From an optimization exercise on the open Yosys and OpenROAD flow, aimed at small area; shortcuts taken in it are not production practice.
Only simulation tests tie the RTL to the original design; equivalence was not proved.
No activity file was given, so power comes from the tool's default toggle rates.

// dallanmaOngorucu
module dallanmaOngorucu(
input rst_g,
input clk_g,
input [31:0] i_buyruk_adresi,
input [31:0] i_buyruk,
input is_jr,
input is_branch,
input is_jalr,
input is_j,
input is_jal,
input is_comp,
output [31:0] o_atlanan_adres,
output o_buyruk_ongoru,
input guncelle_gecerli_g,
input [31:0] i_eski_buyruk,
input [31:0] i_eski_buyruk_adresi,
input i_buyruk_atladi,
input [31:0] i_atlanan_adres,
input i_ongoru_yanlis
    );
Size: roughly 3600 cells after synthesis, about 1100 flip-flops, about 200 I/O pins, about 44000 um2 of cells after synthesis.
==> flow/config.mk <==
export PLATFORM = sky130hd
export DESIGN_NAME = dallanmaOngorucu
export DESIGN_NICKNAME = dallanmaOngorucu
export VERILOG_FILES = /design/flow/design.v
export SDC_FILE = /design/flow/constraint.sdc
export NUM_CORES = 4
export LEC_CHECK = 0
export CAP_MARGIN = 5
export CORE_MARGIN = 2
export CORE_UTILIZATION = 60
export SLEW_MARGIN = 5
export SYNTH_HIERARCHICAL = 1
==> flow/constraint.sdc <==
create_clock -name core_clock -period 10.0 [get_ports {clk_g}]
set_input_delay 2.0000 -clock core_clock [delete_from_list [all_inputs] [get_ports {clk_g}]]
set_output_delay 2.0000 -clock core_clock [all_outputs]
set_load 0.01 [all_outputs]
standard.sh (not shown) runs the stock make flow with config.mk's settings and CLKGATE_MAP_FILE= SYNTH_SCRIPT=/design/flow/synth_recipe.tcl, a recipe that flattens the netlist after the stock synthesis.
==> flow/flow/run.sh <==
#!/bin/bash
# Own layout flow: the standard synthesis unchanged, then the standard
# ORFS steps with a few extra settings:
#  - remove the buffers abc inserted (repair_design re-buffers what needs it)
#  - port buffers use the smallest buffer cell
#  - CTS with clkbuf_8 leaf clusters of at most 16 sinks and no dummy loads
set -euo pipefail
bash standard.sh synth > log_synth.txt 2>&1
bash standard.sh \
  REMOVE_ABC_BUFFERS=1 \
  "BUFFER_PORTS_ARGS=-buffer_cell sky130_fd_sc_hd__buf_1" \
  "CTS_ARGS=-sink_clustering_enable -repair_clock_nets -dont_use_dummy_load -buf_list {sky130_fd_sc_hd__clkbuf_8} -sink_clustering_size 16 -sink_clustering_max_diameter 60" \
  finish > log_finish.txt 2>&1
Rerun with:
==> flow/flow/run.sh (replaced) <==
#!/bin/bash
# Own layout flow: the standard synthesis unchanged, then the standard
# ORFS steps with a few extra settings:
#  - remove the buffers abc inserted (repair_design re-buffers what needs it)
#  - port buffers use the smallest buffer cell
#  - CTS with clkbuf_16 leaf clusters of at most 30 sinks and no dummy loads
set -euo pipefail
bash standard.sh synth > log_synth.txt 2>&1
bash standard.sh \
  REMOVE_ABC_BUFFERS=1 \
  "BUFFER_PORTS_ARGS=-buffer_cell sky130_fd_sc_hd__buf_1" \
  "CTS_ARGS=-sink_clustering_enable -repair_clock_nets -dont_use_dummy_load -buf_list {sky130_fd_sc_hd__clkbuf_16} -sink_clustering_size 30 -sink_clustering_max_diameter 60" \
  finish > log_finish.txt 2>&1
CAP_MARGIN = 20   (was 5)
CORE_UTILIZATION = 70   (was 60)
SLEW_MARGIN = 20   (was 5)
Result: Routed wire length came out lower by a few percent. Via count came out higher slightly. Hold slack stays flat. Core utilization came out higher by 11 points. Global-route usage came out higher by 5.3 points.


Starting RTL as in the previous note.
## dallanmaOngorucu
module dallanmaOngorucu(
input rst_g,
input clk_g,
input [31:0] i_buyruk_adresi,
input [31:0] i_buyruk,
input is_jr,
input is_branch,
input is_jalr,
input is_j,
input is_jal,
input is_comp,
output [31:0] o_atlanan_adres,
output o_buyruk_ongoru,
input guncelle_gecerli_g,
input [31:0] i_eski_buyruk,
input [31:0] i_eski_buyruk_adresi,
input i_buyruk_atladi,
input [31:0] i_atlanan_adres,
input i_ongoru_yanlis
    );
export LEC_CHECK = 0
export CAP_MARGIN = 20
export CORE_MARGIN = 2
export CORE_UTILIZATION = 60
export SLEW_MARGIN = 20
export SYNTH_HIERARCHICAL = 1
create_clock -name core_clock -period 10.0 [get_ports {clk_g}]
==> flow/flow/run.sh <==
#!/bin/bash
# Own layout flow: the standard synthesis unchanged, then the standard
# ORFS steps with a few extra settings:
#  - remove the buffers abc inserted (repair_design re-buffers what needs it)
#  - port buffers use the smallest buffer cell
#  - CTS with clkbuf_8 leaf clusters of at most 16 sinks and no dummy loads
set -euo pipefail
bash standard.sh synth > log_synth.txt 2>&1
bash standard.sh \
  REMOVE_ABC_BUFFERS=1 \
  "BUFFER_PORTS_ARGS=-buffer_cell sky130_fd_sc_hd__buf_1" \
  "CTS_ARGS=-sink_clustering_enable -repair_clock_nets -dont_use_dummy_load -buf_list {sky130_fd_sc_hd__clkbuf_8} -sink_clustering_size 16 -sink_clustering_max_diameter 60" \
  finish > log_finish.txt 2>&1
The starting point went through all stages and came out clean.
Rerun with:
- CAP_MARGIN: 20 -> 5
- CORE_UTILIZATION: 60 -> 75
- SLEW_MARGIN: 20 -> 5
Effect: Register-to-register slack got worse by 0.10 ns. Power shrinks by 0.97%. Sequential share of layout area grows by 0.40 points.
Rerun with:
- CAP_MARGIN: 5 -> 20
- CORE_UTILIZATION: 75 -> 70
- SLEW_MARGIN: 5 -> 20
Global-route usage went down by 2.4 points; wire length went up by 1.9%; via count went down by 0.40%; register-to-register slack gets worse by 0.07 ns; cell count went up by 1.8%; power hardly moves; count of clock-buffer cells in the layout stays the same.

## separate check: timing with driven ports
The flow's constraints put no driver on any port. The routed layouts listed below were extracted and timed again, unchanged, in two steps. Step 1 sets driving cells, clkbuf_16 on the clock port and buf_2 on the other inputs (assumed; they add their load-dependent delay and slew). Step 2 adds t to the input delays and takes it off the output delays; t is the mean of the earliest and latest rising clock arrival at the registers after step 1. Input paths then give back, and output paths get back, about the clock's delay inside the block. Slacks: no drivers / after step 1 / after step 2; pairs: no drivers / after step 1.
| run | shift t [ns] | setup WS [ns] | worst setup path at the end |
|---|---|---|---|
| the first run of note 1 | 0.758 | 0.918 / 0.957 / 0.199 | input to register |
| the second run of note 1 | 0.704 | 0.787 / 0.829 / 0.125 | input to register |
| the first run of note 2 | 0.758 | 0.902 / 0.941 / 0.182 | input to register |
| the second run of note 2 | 0.770 | 1.056 / 1.083 / 0.312 | input to register |
| the third run of note 2 | 0.775 | 0.908 / 0.950 / 0.175 | input to register |
After both steps setup and hold are still met in every run listed. The setup slack of the second run of note 2, which loses most, moves by +0.027 ns with the drivers and by -0.744 ns with both steps.
